What follows belongs to an exercise in optimizing a design on an open flow for small area, a short achievable clock period and few clock cycles per item; a production flow would make more cautious choices. At most, simulation tests tie the RTL to the original design; equivalence was not proved. No activity file was given, so power comes from the tool's default toggle rates.

Setup of east:
// processor
module processor(
    input [15:0] DIN,
    input Resetn, Clock, Run,
    output reg Done,
    output reg [15:0] BusWires
    );
Size in the first run: ~510 cells after synthesis, roughly 130 flip-flops, about 36 I/O pins, roughly 6700 sq um of cells after synthesis.
==> module processor, before the edit <==
module processor(
    input [15:0] DIN,
    input Resetn, Clock, Run,
    output reg Done,
    output reg [15:0] BusWires
    );
reg [127:0] rf;         
reg         pend;       
reg [2:0]   mvi_rx;     
wire [2:0] rx = DIN[12:10];
wire [2:0] ry = DIN[9:7];
wire is_mvi = ~DIN[14] & DIN[13];    
wire use_x  = ~pend & DIN[14];       
wire sub    = ~pend & DIN[13];       
reg [15:0] X, Y;
integer i;
always @(*) begin
    X = 16'd0;
    Y = DIN & {16{pend}};
    for (i = 0; i < 8; i = i + 1) begin
        X = X | (rf[16*i +: 16] & {16{use_x && rx == i}});
        Y = Y | (rf[16*i +: 16] & {16{!pend && ry == i}});
    end
end
always @(*) begin
    BusWires = X + (Y ^ {16{sub}}) + {15'd0, sub};
    Done = Resetn & (pend | (Run & ~is_mvi));
end
wire [2:0] wa = pend ? mvi_rx : rx;
always @(posedge Clock) begin
    if (!pend) mvi_rx <= rx;
    pend <= Resetn & ~pend & Run & is_mvi;
    for (i = 0; i < 8; i = i + 1)
        if (Done && wa == i) rf[16*i +: 16] <= BusWires;
end
endmodule
clock: 10.0 ns
lec_check: 0
cap_margin: 20
core_margin: 2
core_utilization: 40
setup_slack_margin: 2
slew_margin: 20
run.sh (not shown) runs the stock make flow with config.mk's settings and CLKGATE_MAP_FILE= SYNTH_SCRIPT=/design/flow/synth_recipe.tcl, a recipe that flattens the netlist after the stock synthesis.
Testbench counts of east, summed over its fixed seeds: cycles 9,996, items 8,000.
Inputs modified between east and north:
==> flow/design.v <==
module processor(
    input [15:0] DIN,
    input Resetn, Clock, Run,
    output reg Done,
    output reg [15:0] BusWires
    );
reg [127:0] rf;         
reg         pend;       
reg [2:0]   mvi_rx;     
wire [2:0] rx = DIN[12:10];
wire [2:0] ry = DIN[9:7];
wire is_mvi = ~DIN[14] & DIN[13];    
wire use_x  = DIN[14];               
wire sub    = DIN[13];               
wire [15:0] X = rf[16*rx +: 16];
wire [15:0] Y = rf[16*ry +: 16];
wire [15:0] alu = (X & {16{use_x}}) + (Y ^ {16{sub}}) + {15'd0, sub};
always @(*) begin
    BusWires = pend ? DIN : alu;
    Done = Resetn & (pend | (Run & ~is_mvi));
end
wire [2:0] wa = pend ? mvi_rx : rx;
integer i;
always @(posedge Clock) begin
    if (!pend) mvi_rx <= rx;
    pend <= Resetn & ~pend & Run & is_mvi;
    for (i = 0; i < 8; i = i + 1)
        if (Done && wa == i) rf[16*i +: 16] <= BusWires;
end
endmodule
==> comparison <==
- The flow did not stop early for north: all stages ran, and the layout cleared the timing, design-rule and antenna checks.
- north gives less growth of design area from synthesis to finish than east did.
- north vs. east: combinational cell fraction of total power dropped 3.1 points; final net count -109; power density of the placed cells went down 5.3%; count of clock-buffer cells in the layout now larger.
- Per the comparison of north with east, area after synthesis rose by 6.0%; total number of vias fell by 1261.
- north vs. east: wire length of the first global-routing pass dropped about 19%; combinational power shrank by about 17%.
- north against east: maximum operating frequency level; period utilization level.
No functional check of the RTL was part of north.

---

trial 9:
processor, a different RTL version from the one above (not shown whole).
Size in the first run: ~510 cells after synthesis, ~130 flip-flops, ~36 I/O pins, ~6800 um2 of cells after synthesis.
==> module processor, before the edit <==
module processor(
    input [15:0] DIN,
    input Resetn, Clock, Run,
    output reg Done,
    output [15:0] BusWires
    );
reg [127:0] rf;         
reg         pend;       
reg [2:0]   mvi_rx;     
wire [2:0] rx = DIN[12:10];
wire [2:0] ry = DIN[9:7];
wire is_mvi = ~DIN[14] & DIN[13];    
wire use_x  = ~pend & DIN[14];       
wire sub    = ~pend & DIN[13];       
reg [7:0] xsel, ysel;
integer i;
always @(*)
    for (i = 0; i < 8; i = i + 1) begin
        xsel[i] = use_x && rx == i;
        ysel[i] = ry == i;
    end
wire [15:0] X, Y;
rdport8 portx(.rf(rf), .sel(xsel), .q(X));
rdport8 porty(.rf(rf), .sel(ysel), .q(Y));
wire [15:0] sum;
addsub alu(.a(X), .b(Y), .sub(sub), .s(sum));
assign BusWires = pend ? DIN : sum;
always @(*)
    Done = Resetn & (pend | (Run & ~is_mvi));
wire [2:0] wa = pend ? mvi_rx : rx;
always @(posedge Clock) begin
    if (!pend) mvi_rx <= rx;
    pend <= Resetn & ~pend & Run & is_mvi;
    for (i = 0; i < 8; i = i + 1)
        if (Done && wa == i) rf[16*i +: 16] <= BusWires;
end
endmodule
clock: 10.0 ns
lec_check: 0
cap_margin: 20
core_margin: 2
core_utilization: 40
setup_slack_margin: 4
slew_margin: 20
synth_hierarchical: 1
standard.sh (not shown) runs the stock make flow with config.mk's settings and CLKGATE_MAP_FILE= SYNTH_SCRIPT=/design/flow/synth_recipe.tcl, a recipe that flattens the netlist after the stock synthesis.
==> flow/flow/run.sh <==
#!/bin/bash
# Standard ORFS layout with these changes:
#  - port buffers are plain buffers (sky130_fd_sc_hd__buf_2), not delay buffers;
#  - clock tree from clkbuf_8 only, without dummy balancing loads;
#  - setup repair limited to the moves: unbuffer,sizeup,swap
set -euo pipefail
bash standard.sh \
  BUFFER_PORTS_ARGS="-buffer_cell sky130_fd_sc_hd__buf_2" \
  CTS_ARGS="-sink_clustering_enable -repair_clock_nets -dont_use_dummy_load -buf_list sky130_fd_sc_hd__clkbuf_8" \
  SETUP_MOVE_SEQUENCE="unbuffer,sizeup,swap" \
  finish > orfs_make.log 2>&1
Testbench counts of trial 9, summed over its fixed seeds: cycles 9,996, items 8,000.
For build 5, these inputs were changed with respect to trial 9:
--- a/flow/design.v
+++ b/flow/design.v
@@ -50,14 +50,12 @@
 always @(*)
     for (i = 0; i < 8; i = i + 1) begin
         xsel[i] = use_x && rx == i;
-        ysel[i] = ry == i;
+        ysel[i] = !pend && ry == i;
     end
 wire [15:0] X, Y;
 rdport8 portx(.rf(rf), .sel(xsel), .q(X));
-rdport8 porty(.rf(rf), .sel(ysel), .q(Y));
-wire [15:0] sum;
-addsub alu(.a(X), .b(Y), .sub(sub), .s(sum));
-assign BusWires = pend ? DIN : sum;
+rdport9 porty(.rf(rf), .sel(ysel), .ext(DIN), .ext_sel(pend), .q(Y));
+addsub alu(.a(X), .b(Y), .sub(sub), .s(BusWires));
 always @(*)
     Done = Resetn & (pend | (Run & ~is_mvi));
 wire [2:0] wa = pend ? mvi_rx : rx;
Layout inverter count without the clock tree, trial 9 and build 5: lower on build 5. Trial 9 → build 5: H-tree level count did not really move, final critical path time including I/O delays and setup now sits higher, power after layout moved up, worst max-slew margin expressed relative to the limit +4.3 points. Clock distribution power delta (trial 9 -> build 5): insignificant. Build 5 -> trial 9: total met2 wirelength after detailed routing flat. Summary of build 5 over trial 9: synthesized cell count fell 4.1%, highest clock frequency the design can meet fell 4.5 MHz, layout net count fell about 1.4%, final design area excluding fillers rose about 3.7%. [compare] base=trial 9 new=build 5: share of the clock period used by the worst path after layout shows an increase of 2.2 points, number of distinct library cell variants in the gate-level netlist after synthesis fell 1, amount of wire on met3 after detailed routing has increased.
Testbench counts of build 5, summed over its fixed seeds: cycles 9,996, items 8,000.

==> re-timing with driven ports <==
Ports are ideal in the flow. The routed layouts listed here were re-timed in OpenROAD. Step 1 assumes that a clkbuf_16 drives the clock port and a buf_2 every other input. Step 2 also shifts input and output timing later by t, the mid clock arrival at the registers, as if the neighbouring blocks saw the same clock. a / b / c = ideal ports / drivers / drivers and shift; a / b = the first two.
run | shift t [ns] | slack for setup (ns) | latest minus earliest clock arrival (ns) | worst register clock-pin slew, ns | worst data-port slew with drivers (ns)
east | 0.466 | 2.086 / 2.063 / 2.063 | 0.008 / 0.008 | 0.06 / 0.06 | 0.04
north | 0.463 | 2.080 / 2.036 / 2.036 | 0.009 / 0.009 | 0.06 / 0.06 | 0.04
trial 9 | 0.480 | 3.124 / 3.078 / 3.078 | 0.030 / 0.031 | 0.08 / 0.08 | 0.06
build 5 | 0.484 | 2.905 / 2.858 / 2.858 | 0.027 / 0.027 | 0.08 / 0.08 | 0.07
After both steps every run listed still meets setup and hold. The setup slack of build 5, which loses most, moves by -0.047 ns with the drivers and by -0.047 ns with both steps.
